What follows belongs to an exercise in optimizing a design on an open flow for small area; a production flow would make more cautious choices. At most, simulation tests tie the RTL to the original design; equivalence was not proved.

==> willow: inputs <==
// fir_filter
module fir_filter (
    input clk,     
    input rst,     
    input signed  [16-1 : 0] input_sig,
    input ready,
    output signed [16-1 : 0] filtred_sig
);
Settings: LEC_CHECK=0, ABC_AREA=1, CAP_MARGIN=20, CORE_MARGIN=2, CORE_UTILIZATION=40, GPL_TIMING_DRIVEN=0, SLEW_MARGIN=20, SYNTH_HIERARCHICAL=1, SYNTH_MINIMUM_KEEP_SIZE=0; clock period 8.0 ns.
standard.sh (not shown) runs the stock make flow with config.mk's settings and CLKGATE_MAP_FILE= SYNTH_SCRIPT=/design/flow/synth_recipe.tcl, a recipe that flattens the netlist after the stock synthesis.
==> flow/flow/run.sh <==
#!/bin/bash
set -e
cd "$(dirname "$0")/.."
cp standard.sh standard_sh_copy.txt
export CTS_ARGS="$(cat flow/cts_args.txt)"
echo "CTS_ARGS=$CTS_ARGS" > flow_settings.log
bash standard.sh > standard.log 2>&1
==> flow/flow/cts_args.txt <==
-sink_clustering_enable -repair_clock_nets -sink_buffer_max_cap_derate 1.0 -dont_use_dummy_load -buf_list sky130_fd_sc_hd__clkbuf_4 -sink_clustering_size 12 -sink_clustering_max_diameter 40
==> tundra: changes against willow <==
--- a/flow/design.v
+++ b/flow/design.v
@@ -13,24 +13,27 @@
 reg pending;
 reg signed [16-1 : 0] stage;
 reg [12:0] ncoef;      
 reg [27:0] acc;
 reg c7, c14, c21;
 reg [16-1 : 0] res;
 reg res_l, res_c14, res_c21;
 wire accept = !rst && ready && (cnt == 7'd127);
-wire use_stage = pending && (kidx == 7'd1);
-wire [16-1 : 0] head = use_stage ? stage : ring[16-1 : 0];
-wire clr = (ph == 8'd1);
+wire [16-1 : 0] head = ring[16-1 : 0];
+reg clr;               
 wire [27:0] acc_sel = clr ? 28'd0 : acc;
 wire csel7 = !clr && c7;
 wire csel14 = !clr && c14;
 wire csel21 = !clr && c21;
 wire [6:0] kidx_n = rst ? 7'd1 : kidx + 7'd1 + {6'd0, accept};
+wire pend = accept || pending;
+wire ins_n = !rst && pend && (kidx_n == 7'd1);
+wire pending_n = !rst && pend && !ins_n;
+wire [16-1 : 0] stage_n = accept ? input_sig : stage;
 wire [7:0] ph_n = rst ? 8'd129 : accept ? 8'd1 : (ph == 8'd129) ? ph : ph + 8'd1;
 wire active_n = (ph_n != 8'd0) && (ph_n <= 8'd128);
 wire [12:0] coef = ~ncoef;
 wire [5:0] fidx_n = kidx_n[6] ? ~kidx_n[5:0] : kidx_n[5:0];
 reg signed [12:0] fc;
 always @(*) begin
     case (fidx_n)
     6'd0: fc = 13'sd1;
@@ -598,38 +601,31 @@
 wire fs204, fc204;
 fir_fa u_fs204 (.a(fc176), .b(fs177), .c(fc203), .s(fs204), .co(fc204));
 wire fs205, fc205;
 fir_fa u_fs205 (.a(fc177), .b(fs178), .c(fc204), .s(fs205), .co(fc205));
 wire fs206, fc206;
 fir_fa u_fs206 (.a(fc178), .b(fs179), .c(fc205), .s(fs206), .co(fc206));
 wire [27:0] sum = {fs206, fs205, fs204, fs203, fs202, fs201, fs200, fs199, fs198, fs197, fs196, fs195, fs194, fs193, fs192, fs191, fs190, fs189, fs188, fs187, fs186, fs185, fs184, fs183, fs182, fs181, fs180, hs27};
 always @(posedge clk) begin
-    ring <= {head, ring[128*16-1 : 16]};
+    ring <= {head, ring[128*16-1 : 2*16], ins_n ? stage_n : ring[2*16-1 : 16]};
     acc <= sum;
     c7 <= cout7;
     c14 <= cout14;
     c21 <= cout21;
     ncoef <= (active_n && kidx_n != 7'd124 && kidx_n != 7'd125) ? ~fc : 13'h1fff;
     kidx <= kidx_n;
     ph <= ph_n;
-    if (rst) begin
+    clr <= accept;
+    pending <= pending_n;
+    stage <= stage_n;
+    if (rst)
         cnt <= 7'd127;
-        pending <= 1'b0;
-    end
-    else begin
-        if (ready)
-            cnt <= cnt + 7'd1;
-        if (accept) begin
-            pending <= 1'b1;
-            stage <= input_sig;
-        end
-        else if (use_stage)
-            pending <= 1'b0;
-    end
+    else if (ready)
+        cnt <= cnt + 7'd1;
     if (accept) begin
         res <= sum[27:12];
         res_c14 <= cout14;
         res_c21 <= cout21;
         res_l <= cout7 && (sum[11:7] == 5'h1f);
     end
 end
 wire os0 = res[0] ^ res_l;
==> flow/flow/run.sh (replaced) <==
#!/bin/bash
set -e
cd "$(dirname "$0")/.."
cp standard.sh standard_sh_copy.txt
export CTS_ARGS="$(cat flow/cts_args.txt)"
export BUFFER_PORTS_ARGS="$(cat flow/buffer_ports_args.txt)"
{ echo "CTS_ARGS=$CTS_ARGS"; echo "BUFFER_PORTS_ARGS=$BUFFER_PORTS_ARGS"; } > flow_settings.log
export REMOVE_ABC_BUFFERS=1
echo "REMOVE_ABC_BUFFERS=1" >> flow_settings.log
bash standard.sh > standard.log 2>&1
==> flow/flow/buffer_ports_args.txt (new file) <==
-buffer_cell sky130_fd_sc_hd__buf_1
- CORE_UTILIZATION: 40 -> 55
- PLACE_DENSITY: not set -> 0.75
==> zinc: changes against willow <==
--- a/flow/design.v
+++ b/flow/design.v
@@ -13,24 +13,25 @@
 reg pending;
 reg signed [16-1 : 0] stage;
 reg [12:0] ncoef;      
 reg [27:0] acc;
 reg c7, c14, c21;
 reg [16-1 : 0] res;
 reg res_l, res_c14, res_c21;
 wire accept = !rst && ready && (cnt == 7'd127);
-wire use_stage = pending && (kidx == 7'd1);
+reg use_stage;         
 wire [16-1 : 0] head = use_stage ? stage : ring[16-1 : 0];
 wire clr = (ph == 8'd1);
 wire [27:0] acc_sel = clr ? 28'd0 : acc;
 wire csel7 = !clr && c7;
 wire csel14 = !clr && c14;
 wire csel21 = !clr && c21;
 wire [6:0] kidx_n = rst ? 7'd1 : kidx + 7'd1 + {6'd0, accept};
+wire pending_n = rst ? 1'b0 : accept ? 1'b1 : use_stage ? 1'b0 : pending;
 wire [7:0] ph_n = rst ? 8'd129 : accept ? 8'd1 : (ph == 8'd129) ? ph : ph + 8'd1;
 wire active_n = (ph_n != 8'd0) && (ph_n <= 8'd128);
 wire [12:0] coef = ~ncoef;
 wire [5:0] fidx_n = kidx_n[6] ? ~kidx_n[5:0] : kidx_n[5:0];
 reg signed [12:0] fc;
 always @(*) begin
     case (fidx_n)
     6'd0: fc = 13'sd1;
@@ -606,30 +607,24 @@
     ring <= {head, ring[128*16-1 : 16]};
     acc <= sum;
     c7 <= cout7;
     c14 <= cout14;
     c21 <= cout21;
     ncoef <= (active_n && kidx_n != 7'd124 && kidx_n != 7'd125) ? ~fc : 13'h1fff;
     kidx <= kidx_n;
     ph <= ph_n;
-    if (rst) begin
+    pending <= pending_n;
+    use_stage <= pending_n && (kidx_n == 7'd1);
+    if (rst)
         cnt <= 7'd127;
-        pending <= 1'b0;
-    end
-    else begin
-        if (ready)
-            cnt <= cnt + 7'd1;
-        if (accept) begin
-            pending <= 1'b1;
-            stage <= input_sig;
-        end
-        else if (use_stage)
-            pending <= 1'b0;
-    end
+    else if (ready)
+        cnt <= cnt + 7'd1;
+    if (accept)
+        stage <= input_sig;
     if (accept) begin
         res <= sum[27:12];
         res_c14 <= cout14;
         res_c21 <= cout21;
         res_l <= cout7 && (sum[11:7] == 5'h1f);
     end
 end
 wire os0 = res[0] ^ res_l;
==> flow/flow/run.sh (replaced) <==
#!/bin/bash
set -e
cd "$(dirname "$0")/.."
cp standard.sh standard_sh_copy.txt
export CTS_ARGS="$(cat flow/cts_args.txt)"
export BUFFER_PORTS_ARGS="$(cat flow/buffer_ports_args.txt)"
{ echo "CTS_ARGS=$CTS_ARGS"; echo "BUFFER_PORTS_ARGS=$BUFFER_PORTS_ARGS"; } > flow_settings.log
bash standard.sh > standard.log 2>&1
==> flow/flow/buffer_ports_args.txt (new file) <==
-buffer_cell sky130_fd_sc_hd__buf_1
==> pepper: changes against willow <==
--- a/flow/design.v
+++ b/flow/design.v
@@ -13,24 +13,25 @@
 reg pending;
 reg signed [16-1 : 0] stage;
 reg [12:0] ncoef;      
 reg [27:0] acc;
 reg c7, c14, c21;
 reg [16-1 : 0] res;
 reg res_l, res_c14, res_c21;
 wire accept = !rst && ready && (cnt == 7'd127);
-wire use_stage = pending && (kidx == 7'd1);
+reg use_stage;         
 wire [16-1 : 0] head = use_stage ? stage : ring[16-1 : 0];
 wire clr = (ph == 8'd1);
 wire [27:0] acc_sel = clr ? 28'd0 : acc;
 wire csel7 = !clr && c7;
 wire csel14 = !clr && c14;
 wire csel21 = !clr && c21;
 wire [6:0] kidx_n = rst ? 7'd1 : kidx + 7'd1 + {6'd0, accept};
+wire pending_n = rst ? 1'b0 : accept ? 1'b1 : use_stage ? 1'b0 : pending;
 wire [7:0] ph_n = rst ? 8'd129 : accept ? 8'd1 : (ph == 8'd129) ? ph : ph + 8'd1;
 wire active_n = (ph_n != 8'd0) && (ph_n <= 8'd128);
 wire [12:0] coef = ~ncoef;
 wire [5:0] fidx_n = kidx_n[6] ? ~kidx_n[5:0] : kidx_n[5:0];
 reg signed [12:0] fc;
 always @(*) begin
     case (fidx_n)
     6'd0: fc = 13'sd1;
@@ -606,30 +607,24 @@
     ring <= {head, ring[128*16-1 : 16]};
     acc <= sum;
     c7 <= cout7;
     c14 <= cout14;
     c21 <= cout21;
     ncoef <= (active_n && kidx_n != 7'd124 && kidx_n != 7'd125) ? ~fc : 13'h1fff;
     kidx <= kidx_n;
     ph <= ph_n;
-    if (rst) begin
+    pending <= pending_n;
+    use_stage <= pending_n && (kidx_n == 7'd1);
+    if (rst)
         cnt <= 7'd127;
-        pending <= 1'b0;
-    end
-    else begin
-        if (ready)
-            cnt <= cnt + 7'd1;
-        if (accept) begin
-            pending <= 1'b1;
-            stage <= input_sig;
-        end
-        else if (use_stage)
-            pending <= 1'b0;
-    end
+    else if (ready)
+        cnt <= cnt + 7'd1;
+    if (accept)
+        stage <= input_sig;
     if (accept) begin
         res <= sum[27:12];
         res_c14 <= cout14;
         res_c21 <= cout21;
         res_l <= cout7 && (sum[11:7] == 5'h1f);
     end
 end
 wire os0 = res[0] ^ res_l;
==> flow/flow/run.sh (replaced) <==
#!/bin/bash
set -e
cd "$(dirname "$0")/.."
cp standard.sh standard_sh_copy.txt
export CTS_ARGS="$(cat flow/cts_args.txt)"
export BUFFER_PORTS_ARGS="$(cat flow/buffer_ports_args.txt)"
{ echo "CTS_ARGS=$CTS_ARGS"; echo "BUFFER_PORTS_ARGS=$BUFFER_PORTS_ARGS"; } > flow_settings.log
export REMOVE_ABC_BUFFERS=1
echo "REMOVE_ABC_BUFFERS=1" >> flow_settings.log
export RECOVER_POWER=100
echo "RECOVER_POWER=100" >> flow_settings.log
bash standard.sh > standard.log 2>&1
==> flow/flow/buffer_ports_args.txt (new file) <==
-buffer_cell sky130_fd_sc_hd__buf_1
==> flow/flow/cts_args.txt (replaced) <==
-sink_clustering_enable -repair_clock_nets -sink_buffer_max_cap_derate 1.0 -dont_use_dummy_load -buf_list sky130_fd_sc_hd__clkbuf_4 -sink_clustering_size 11 -sink_clustering_max_diameter 40
- CORE_UTILIZATION: 40 -> 55
==> impl_metrics.toml <==
[layout]
final_cell_mix = "2116 x dfxtp_1, 238 x nor2_1, 212 x clkbuf_4"

[setup_path]
cp_max_fo = 10
path_buf_inv = 3
max_stage_delay_ns = 0.52

[detailed_routing]
detail_route.first_pass.iterations = 5
drtIter0Drc = 1042

[place]
place_area_mm2 = 0.0539

[run_status]
outcome = "complete, no violations"

[power]
p_int_uw = 13800

[synthesis]
synth_cells = 3178
the above is filed under zinc

==> impl_metrics.toml <==
[timing]
drv_slew = 26

[run_status]
outcome = "complete, but fails checks"
so.violations = "capacitance limit, slew limit"

[detailed_routing]
drtIter0Drc = 730
detail_route.first_pass.iterations = 5

[place]
place_area_mm2 = 0.0534

[flow_run]
cap_viol_max_count = 1

[layout]
final_cell_mix = "2115 x dfxtp_1, 238 x nor2_1, 226 x clkbuf_4"
the above is filed under pepper

==> impl_metrics.toml <==
[run_status]
outcome = "complete, no violations"

[synthesis]
synth_cells = 3170

[detailed_routing]
drtIter0Drc = 892
detail_route.first_pass.iterations = 4

[setup_path]
path_buf_inv = 2
max_stage_delay_ns = 0.57
cp_max_fo = 10

[power]
p_int_uw = 13800
the above is filed under willow

==> impl_metrics.toml <==
[run_status]
outcome = "complete, no violations"

[layout]
nMultiInputCombCells = 907
final-clk-cell-share_pct = 2.79

[synthesis]
synth_cells = 3238

[setup_path]
path_buf_inv = 2
max_stage_delay_ns = 0.78
cp_max_fo = 30

[floorplan]
design.portCount = 35

[power]
p_int_uw = 15400

[timing]
hold_ws_ns = 0.246
the above is filed under tundra

No functional check of the RTL was part of tundra.

[what the ideal ports hide]
Ports are ideal in the flow. The routed layouts listed here were re-timed in OpenROAD.
Step 1: set_driving_cell puts a clkbuf_16 on clk and a buf_2 on each other input, an assumption about the parent block.
Step 2, shift: input delay + t, output delay - t, t = (earliest + latest rising clock arrival at the registers) / 2. This alone moves slack from input paths to output paths.
Three values: ideal ports, drivers, drivers and shift; two values: the first two.
| run | shift t [ns] | setup slack, ns | worst data-port slew with drivers (ns) |
|---|---|---|---|
| willow | 1.122 | 0.265 / 0.265 / 0.265 | 0.15 |
| tundra | 1.052 | 0.927 / 0.927 / 0.927 | 0.12 |
| zinc | 1.175 | 0.285 / 0.285 / 0.285 | 0.09 |
| pepper | 1.082 | 0.347 / 0.347 / 0.347 | 0.08 |
